From an optimization exercise on the open Yosys and OpenROAD flow, aimed at small area; shortcuts taken in it are not production practice.
In this exercise RTL edits were held to simulation tests only and were not proved equivalent to the original.
Power figures rest on the tool's default switching activity, not on a simulated workload.

==> onyx: inputs <==
==> flow/design.v <==
module top_axis_uart #(parameter DATA_BITS = 8) (
    input  wire       clk,
    input  wire       rst,
    input  wire [7:0] axis_data,
    input  wire       axis_valid,
    input  wire       axis_last,
    output wire       uart_tx,
    output wire       rx_valid,
    output wire       m_axis_ready,
    output wire [DATA_BITS-1:0] rx_data
);
    localparam CLK_RATE = 50000000;
    localparam BAUD     = 115200;
    localparam BDIV     = CLK_RATE / BAUD;
    localparam BW       = $clog2(BDIV);
    localparam [3:0] P_IDLE = 4'd0, P_START = 4'd1, P_PAR = 4'd10, P_STOP = 4'd11;
    reg [7:0] mem_data [0:7];
    reg       mem_last [0:7];
    reg [2:0] wr_ptr, rd_ptr;
    reg [3:0] count;
    reg       pend;         
    reg [7:0] dout;
    reg       dout_last;
    reg       uvalid;       
    reg       last_t;       
    reg [3:0]    ph;
    reg [BW-1:0] baud;
    reg          tx;
    reg [7:0]    rxd;
    wire full  = count[3];
    wire empty = (count == 4'd0);
    wire bend  = (baud == BDIV - 1);
    wire idle  = (ph == P_IDLE);
    wire go    = idle & uvalid & ~last_t;
    wire nidle = (idle & ~go) | ((ph == P_STOP) & bend);
    wire rd    = uvalid & nidle & ~empty;
    wire wr    = pend;
    wire [3:0] count_n  = count + {3'b0, wr} - {3'b0, rd};
    wire [2:0] wr_ptr_n = wr_ptr + {2'b0, wr};
    wire       pend_n   = axis_valid & ~full & ~count_n[3];
    always @(posedge clk) begin
        if (pend_n) mem_data[wr_ptr_n] <= axis_data;
        if (wr)     mem_last[wr_ptr]   <= axis_last;
    end
    always @(posedge clk or posedge rst) begin
        if (rst) begin
            wr_ptr <= 0; rd_ptr <= 0; count <= 0; pend <= 0;
            dout <= 0; dout_last <= 0; uvalid <= 0; last_t <= 0;
        end else begin
            pend   <= pend_n;
            wr_ptr <= wr_ptr_n;
            count  <= count_n;
            uvalid <= ~empty;
            last_t <= dout_last;
            if (rd) begin
                dout      <= mem_data[rd_ptr];
                dout_last <= mem_last[rd_ptr];
                rd_ptr    <= rd_ptr + 3'd1;
            end else
                dout_last <= 1'b0;
        end
    end
    wire [2:0] bidx = ph[2:0] - 3'd2;
    wire       dbit = dout[bidx];
    always @(posedge clk or posedge rst) begin
        if (rst) begin
            ph <= P_IDLE; baud <= 0; tx <= 1'b1; rxd <= 0;
        end else begin
            if (idle) begin
                baud <= 0;
                if (go) ph <= P_START;
            end else begin
                baud <= bend ? {BW{1'b0}} : baud + 1'b1;
                if (bend) ph <= (ph == P_STOP) ? P_IDLE : ph + 4'd1;
            end
            case (ph)
                P_IDLE:  tx <= 1'b1;
                P_START: tx <= 1'b0;
                P_PAR:   tx <= ^dout;
                P_STOP:  tx <= 1'b1;
                default: tx <= dbit;
            endcase
            if (ph == P_STOP && baud == 1) rxd <= dout;
        end
    end
    assign uart_tx      = tx;
    assign m_axis_ready = ~full;
    assign rx_data      = rxd;
    assign rx_valid     = (ph == P_STOP) & (baud == 2);
endmodule
==> flow/flow/run.sh <==
#!/bin/bash
set -e
export CTS_ARGS="-sink_clustering_enable -repair_clock_nets -dont_use_dummy_load -buf_list \"sky130_fd_sc_hd__clkbuf_1 sky130_fd_sc_hd__clkbuf_2 sky130_fd_sc_hd__clkbuf_4\""
export BUFFER_PORTS_ARGS="-buffer_cell sky130_fd_sc_hd__buf_1"
bash standard.sh > standard.log 2>&1
==> flow/standard.sh <==
#!/bin/bash
# synth_recipe.tcl (not shown) runs the flow's synth.tcl, then flattens the netlist and writes it again
# the make line also repeats each setting of config.mk as NAME=value (left out here)
make -C /OpenROAD-flow-scripts/flow DESIGN_CONFIG=/design/flow/config.mk WORK_HOME=/design/flow/orfs CLKGATE_MAP_FILE= SYNTH_SCRIPT=/design/flow/synth_recipe.tcl "${@:-finish}"
==> flow/config.mk <==
export PLATFORM = sky130hd
export DESIGN_NAME = top_axis_uart
export DESIGN_NICKNAME = top_axis_uart
export VERILOG_FILES = /design/flow/design.v
export SDC_FILE = /design/flow/constraint.sdc
export NUM_CORES = 4
export LEC_CHECK = 0
export CAP_MARGIN = 20
export CORE_MARGIN = 2
export CORE_UTILIZATION = 40
export SLEW_MARGIN = 20
==> flow/constraint.sdc <==
create_clock -name core_clock -period 10.0 [get_ports {clk}]
set_input_delay 2.0000 -clock core_clock [delete_from_list [all_inputs] [get_ports {clk}]]
set_output_delay 2.0000 -clock core_clock [all_outputs]
set_load 0.01 [all_outputs]
==> delta: changes against onyx <==
==> flow/run.sh (new file) <==
#!/bin/bash
# synth_recipe.tcl (not shown) runs the flow's synth.tcl, then flattens the netlist and writes it again
# the make line also repeats each setting of config.mk as NAME=value (left out here)
make -C /OpenROAD-flow-scripts/flow DESIGN_CONFIG=/design/flow/config.mk WORK_HOME=/design/flow/orfs CLKGATE_MAP_FILE= SYNTH_SCRIPT=/design/flow/synth_recipe.tcl finish
removed: flow/flow/run.sh
removed: flow/standard.sh
==> cedar: changes against onyx <==
==> flow/run.sh (new file) <==
#!/bin/bash
# synth_recipe.tcl (not shown) runs the flow's synth.tcl, then flattens the netlist and writes it again
# the make line also repeats each setting of config.mk as NAME=value (left out here)
make -C /OpenROAD-flow-scripts/flow DESIGN_CONFIG=/design/flow/config.mk WORK_HOME=/design/flow/orfs CLKGATE_MAP_FILE= SYNTH_SCRIPT=/design/flow/synth_recipe.tcl finish
--- a/flow/config.mk
+++ b/flow/config.mk
@@ -9,3 +9,6 @@
 export CORE_MARGIN = 2
 export CORE_UTILIZATION = 40
+export CTS_BUF_LIST = sky130_fd_sc_hd__clkbuf_8
+export CTS_CLUSTER_DIAMETER = 100
+export CTS_CLUSTER_SIZE = 30
 export SLEW_MARGIN = 20
removed: flow/flow/run.sh
removed: flow/standard.sh
==> notes.md <==
Against delta, the utilization of onyx is lower by 4.6 points. Register-to-register slack, lowest first: cedar, delta, onyx. Clock skew, lowest first: delta, cedar, onyx. Power: cedar is higher than onyx (18%).
==> figures <==
                                                                                            cedar                      onyx                     delta
Result of the run                                                          timing/DRC/antenna clean  timing/DRC/antenna clean  timing/DRC/antenna clean
Routability Congestion                                                                        0.783                     0.819                     0.783
Element type at the critical path end                                                   output port                 flip-flop               output port
Via count of the first global-routing pass                                                     2757                      2775                      2764
Endpoint of the worst-slack reg-to-reg timing path                         mem_data[0][0]$_DFFE_PP_  mem_data[4][0]$_DFFE_PP_  mem_data[0][0]$_DFFE_PP_
Standard cell area after detailed placement                                                5480 µm²                  5340 µm²                  5480 µm²
Total power                                                                                 1.26 mW                   1.08 mW                   1.43 mW
Data arrival time of the worst path                                                         2.17 ns                   4.09 ns                   2.13 ns
Logic depth of the worst path, buffers included                                                   4                        13                         4
Portion of the clock cycle consumed by the worst path in the final layout                     0.417                     0.399                     0.413

[what the ideal ports hide]
No port has a modelled driver above. Below, the same layouts with a new extraction and two added sets of constraints.
Step 1 (the two cells are an assumption about what drives the block):
set clk [get_ports {clk}]
set_driving_cell -lib_cell sky130_fd_sc_hd__clkbuf_16 $clk
set_driving_cell -lib_cell sky130_fd_sc_hd__buf_2 [delete_from_list [all_inputs] $clk]
Step 2, shift: input delay + t, output delay - t, t = (earliest + latest rising clock arrival at the registers) / 2. This alone moves slack from input paths to output paths.
a / b / c = ideal ports / drivers / drivers and shift; a / b = the first two.
| run | shift t [ns] | setup WS [ns] | latest minus earliest clock arrival (ns) | cell pins on the clock port's net |
|---|---|---|---|---|
| onyx | 0.500 | 6.012 / 6.012 / 6.012 | 0.053 / 0.053 | 1 |
| delta | 0.448 | 5.867 / 5.830 / 5.963 | 0.010 / 0.009 | 1 |
| cedar | 0.457 | 5.831 / 5.798 / 5.938 | 0.012 / 0.011 | 1 |
After both steps every run listed still meets setup and hold.
